This design comes from an exercise in tuning for small area and a short achievable clock period on the open sky130 flow, not from production work. At most, simulation tests tie the RTL to the original design; equivalence was not proved. Power and IR drop assume default switching activity.

## sig_altmult_add
module sig_altmult_add
(
	input signed [15:0] dataa, datab, datac, datad,
	input 		clock, aclr,
	output reg 	[32:0] result
);
  reg [15:0] a_r, b_r, c_r, d_r;
  reg [85:0] t_r;
  reg v1, v2;
  wire m0_one0, m0_two0, m0_neg0;
  wire m0_pp0_0;
  wire m0_pp0_1;
  wire m0_pp0_2;
  wire m0_pp0_3;
  wire m0_pp0_4;
  wire m0_pp0_5;
  wire m0_pp0_6;
  wire m0_pp0_7;
  wire m0_pp0_8;
  wire m0_pp0_9;
  wire m0_pp0_10;
  wire m0_pp0_11;
  wire m0_pp0_12;
  wire m0_pp0_13;
  wire m0_pp0_14;
  wire m0_pp0_15;
  wire m0_pp0_16;
  wire m0_one1, m0_two1, m0_neg1;
  wire m0_pp1_0;
  wire m0_pp1_1;
  wire m0_pp1_2;
  wire m0_pp1_3;
  wire m0_pp1_4;
  wire m0_pp1_5;
  wire m0_pp1_6;
  wire m0_pp1_7;
  wire m0_pp1_8;
  wire m0_pp1_9;
  wire m0_pp1_10;
  wire m0_pp1_11;
  wire m0_pp1_12;
  wire m0_pp1_13;
  wire m0_pp1_14;
  wire m0_pp1_15;
  wire m0_pp1_16;
  wire m0_one2, m0_two2, m0_neg2;
  wire m0_pp2_0;
  wire m0_pp2_1;
  wire m0_pp2_2;
  wire m0_pp2_3;
  wire m0_pp2_4;
  wire m0_pp2_5;
  wire m0_pp2_6;
  wire m0_pp2_7;
  wire m0_pp2_8;
  wire m0_pp2_9;
  ...
Settings: LEC_CHECK=0, ABC_AREA=1, CAP_MARGIN=20, CORE_MARGIN=2, CORE_UTILIZATION=65, SLEW_MARGIN=20; clock period 7.0 ns.
run.sh (not shown) runs the stock make flow with config.mk's settings and CLKGATE_MAP_FILE= SYNTH_SCRIPT=/design/flow/synth_recipe.tcl, a recipe that flattens the netlist after the stock synthesis.
Edit:
CORE_UTILIZATION = 40   (was 65)
Core utilization is lower by 27 points.
Fmax is lower by about 3.6%.
Worst setup slack degrades by 0.18 ns.
Global-route usage is lower by 13 points.
Cell count is higher by 9.6%.
Non-clock buffer count is unchanged.
Combinational power is lower by about 1%.
Die area is higher by 61%.
Final area is higher by 1.6%.
Sequential power is about the same.
Area after synthesis stays the same.
No functional check of the RTL was part of any run of this note.


sig_altmult_add, a different RTL version from the one above (not shown whole).
Size: ~1400 cells after synthesis, roughly 210 flip-flops, ~99 I/O pins.
export LEC_CHECK = 0
export CAP_MARGIN = 20
export CORE_MARGIN = 2
export CORE_UTILIZATION = 40
export CTS_BUF_LIST = sky130_fd_sc_hd__clkbuf_4
export CTS_CLUSTER_DIAMETER = 50
export CTS_CLUSTER_SIZE = 10
export SETUP_SLACK_MARGIN = 3.5
export SLEW_MARGIN = 20
create_clock -name core_clock -period 7.0 [get_ports {clock}]
standard.sh (not shown) runs the stock make flow with config.mk's settings and CLKGATE_MAP_FILE= SYNTH_SCRIPT=/design/flow/synth_recipe.tcl, a recipe that flattens the netlist after the stock synthesis.
==> flow/flow/run.sh <==
#!/bin/bash
# The standard layout (standard.sh), with two changes: Yosys's generic
# pre-mapping abc pass is skipped (SYNTH_ARGS=-noabc) so the full adders it
# extracts keep their natural polarity, and the ports are buffered with
# buf_1 cells. The make output goes to run_make.log, each tool's log to
# orfs/logs/.
set -uo pipefail
bash standard.sh "SYNTH_ARGS=-noabc" "BUFFER_PORTS_ARGS=-buffer_cell sky130_fd_sc_hd__buf_1" finish > run_make.log 2>&1
status=$?
tail -20 run_make.log
exit $status
==> next run, changes <==
==> flow/run.sh (new file) <==
#!/bin/bash
# synth_recipe.tcl (not shown) runs the flow's synth.tcl, then flattens the netlist and writes it again
# the make line also repeats each setting of config.mk as NAME=value (left out here)
make -C /OpenROAD-flow-scripts/flow DESIGN_CONFIG=/design/flow/config.mk WORK_HOME=/design/flow/orfs CLKGATE_MAP_FILE= SYNTH_SCRIPT=/design/flow/synth_recipe.tcl finish
- ABC_AREA: default -> 1
- CTS_BUF_LIST: sky130_fd_sc_hd__clkbuf_4 -> default
- CTS_CLUSTER_DIAMETER: 50 -> default
- CTS_CLUSTER_SIZE: 10 -> default
removed: flow/flow/run.sh
removed: flow/standard.sh
Effect:
- The new run completed without violations
- worst setup slack got worse by 14 ps
- via count rises by about 12%
- power rose by about 11%
- core utilization goes up by 2.9 points
- non-clock buffer count increases by 2
- worst hold slack gets worse by 9.8 ps
==> next run, changes <==
- SETUP_SLACK_MARGIN: 3.5 -> 3.0
=> The changed run ran to the end with no violations; utilization decreases by 0.24 points; combinational power decreases by about 1%; setup slack gets worse by 210 ps; clock-buffer cell count is unchanged; non-clock buffer count decreases by 9.
==> next run, changes <==
==> flow/flow/run.sh (new file) <==
#!/bin/bash
# The standard layout (standard.sh), with two changes: Yosys's generic
# pre-mapping abc pass is skipped (SYNTH_ARGS=-noabc) so the full adders it
# extracts keep their natural polarity, and the ports are buffered with
# buf_1 cells. The make output goes to run_make.log, each tool's log to
# orfs/logs/.
set -uo pipefail
bash standard.sh "SYNTH_ARGS=-noabc" "BUFFER_PORTS_ARGS=-buffer_cell sky130_fd_sc_hd__buf_1" finish > run_make.log 2>&1
status=$?
tail -20 run_make.log
exit $status
==> flow/standard.sh (new file) <==
#!/bin/bash
# synth_recipe.tcl (not shown) runs the flow's synth.tcl, then flattens the netlist and writes it again
# the make line also repeats each setting of config.mk as NAME=value (left out here)
make -C /OpenROAD-flow-scripts/flow DESIGN_CONFIG=/design/flow/config.mk WORK_HOME=/design/flow/orfs CLKGATE_MAP_FILE= SYNTH_SCRIPT=/design/flow/synth_recipe.tcl "${@:-finish}"
- ABC_AREA: 1 -> default
- SETUP_SLACK_MARGIN: 3.0 -> 3.5
removed: flow/run.sh
After rerunning: Global-route usage decreases by 1.8 points; die area is lower by a few percent; via count fell by roughly a tenth; synthesized area is lower by a few percent; utilization fell by 1.8 points; final area is lower by a little under a tenth; wire length falls by roughly a tenth.
==> next run, changes <==
==> flow/run.sh (new file) <==
#!/bin/bash
# synth_recipe.tcl (not shown) runs the flow's synth.tcl, then flattens the netlist and writes it again
# the make line also repeats each setting of config.mk as NAME=value (left out here)
make -C /OpenROAD-flow-scripts/flow DESIGN_CONFIG=/design/flow/config.mk WORK_HOME=/design/flow/orfs CLKGATE_MAP_FILE= SYNTH_SCRIPT=/design/flow/synth_recipe.tcl finish
- ABC_AREA: default -> 1
- CORE_UTILIZATION: 40 -> 60
- CTS_BUF_LIST: default -> sky130_fd_sc_hd__clkbuf_4 sky130_fd_sc_hd__clkbuf_8
removed: flow/flow/run.sh
removed: flow/standard.sh
What happened: The new run went through all stages and came out clean. Sequential power is lower by about 7%. Power is higher by 5.7%. Worst setup slack got worse by 32 ps. Combinational power is higher by 10%. Die area is lower by 30%. Non-clock buffer count is higher by 14. Sequential share of layout area is lower by 1.8 points. Cell count is higher by 14%.
==> next run, changes <==
==> flow/flow/run.sh (new file) <==
#!/bin/bash
set -uo pipefail
here=$(pwd)
bash standard.sh "SYNTH_ARGS=-noabc" \
  "BUFFER_PORTS_ARGS=-buffer_cell sky130_fd_sc_hd__buf_1" \
  "POST_FLOORPLAN_TCL=$here/flow/upsize.tcl" finish > run_make.log 2>&1
status=$?
tail -20 run_make.log
exit $status
==> flow/flow/upsize.tcl (new file) <==
foreach inst [get_cells -quiet {a_r* c_r* m0_* m1_*}] {
  if {[get_property [get_lib_cells -of_objects $inst] name] == "sky130_fd_sc_hd__dfxtp_1"} {
    replace_cell $inst sky130_fd_sc_hd__dfxtp_4
  }
}
==> flow/standard.sh (new file) <==
#!/bin/bash
# synth_recipe.tcl (not shown) runs the flow's synth.tcl, then flattens the netlist and writes it again
# the make line also repeats each setting of config.mk as NAME=value (left out here)
make -C /OpenROAD-flow-scripts/flow DESIGN_CONFIG=/design/flow/config.mk WORK_HOME=/design/flow/orfs CLKGATE_MAP_FILE= SYNTH_SCRIPT=/design/flow/synth_recipe.tcl "${@:-finish}"
- ABC_AREA: 1 -> default
- CORE_UTILIZATION: 60 -> 40
- CTS_BUF_LIST: sky130_fd_sc_hd__clkbuf_4 sky130_fd_sc_hd__clkbuf_8 -> default
removed: flow/run.sh
Outcome: Non-clock buffer count goes down by 23; global-route usage went down by 12 points; clock power decreases by a few percent; routed wire length drops by a little under a tenth; cell area is lower by a few percent; setup slack improves by 120 ps; clock-buffer cell count fell by 15; total power drops by a few percent; core utilization is lower by 24 points; area after synthesis went down by a few percent; synthesized cell count fell by about a fifth.

==> static timing again, ports no longer ideal <==
No port has a modelled driver above. Below, the same layouts with a new extraction and two added sets of constraints.
Step 1: set_driving_cell puts a clkbuf_16 on clock and a buf_2 on each other input, an assumption about the parent block.
Step 2 adds t to the input delays and takes it off the output delays; t is the mean of the earliest and latest rising clock arrival at the registers after step 1. Input paths then give back, and output paths get back, about the clock's delay inside the block.
a / b / c = ideal / step 1 / step 2; a / b = the first two.
| run | t, ns | setup slack, ns | worst register clock-pin slew, ns |
|---|---|---|---|
| the first run of note 1 | 0.499 | 2.286 / 2.286 / 2.286 | 0.09 / 0.09 |
| the second run of note 1 | 0.527 | 2.108 / 2.108 / 2.108 | 0.08 / 0.08 |
| the first run of note 2 | 0.806 | 3.543 / 3.543 / 3.543 | 0.11 / 0.11 |
| the second run of note 2 | 0.590 | 3.529 / 3.529 / 3.529 | 0.07 / 0.07 |
| the third run of note 2 | 0.589 | 3.315 / 3.315 / 3.315 | 0.07 / 0.07 |
| the fourth run of note 2 | 0.580 | 3.597 / 3.597 / 3.597 | 0.07 / 0.07 |
| the fifth run of note 2 | 0.599 | 3.565 / 3.565 / 3.565 | 0.07 / 0.07 |
| the sixth run of note 2 | 0.577 | 3.685 / 3.685 / 3.685 | 0.06 / 0.06 |
After both steps setup and hold are still met in every run listed.
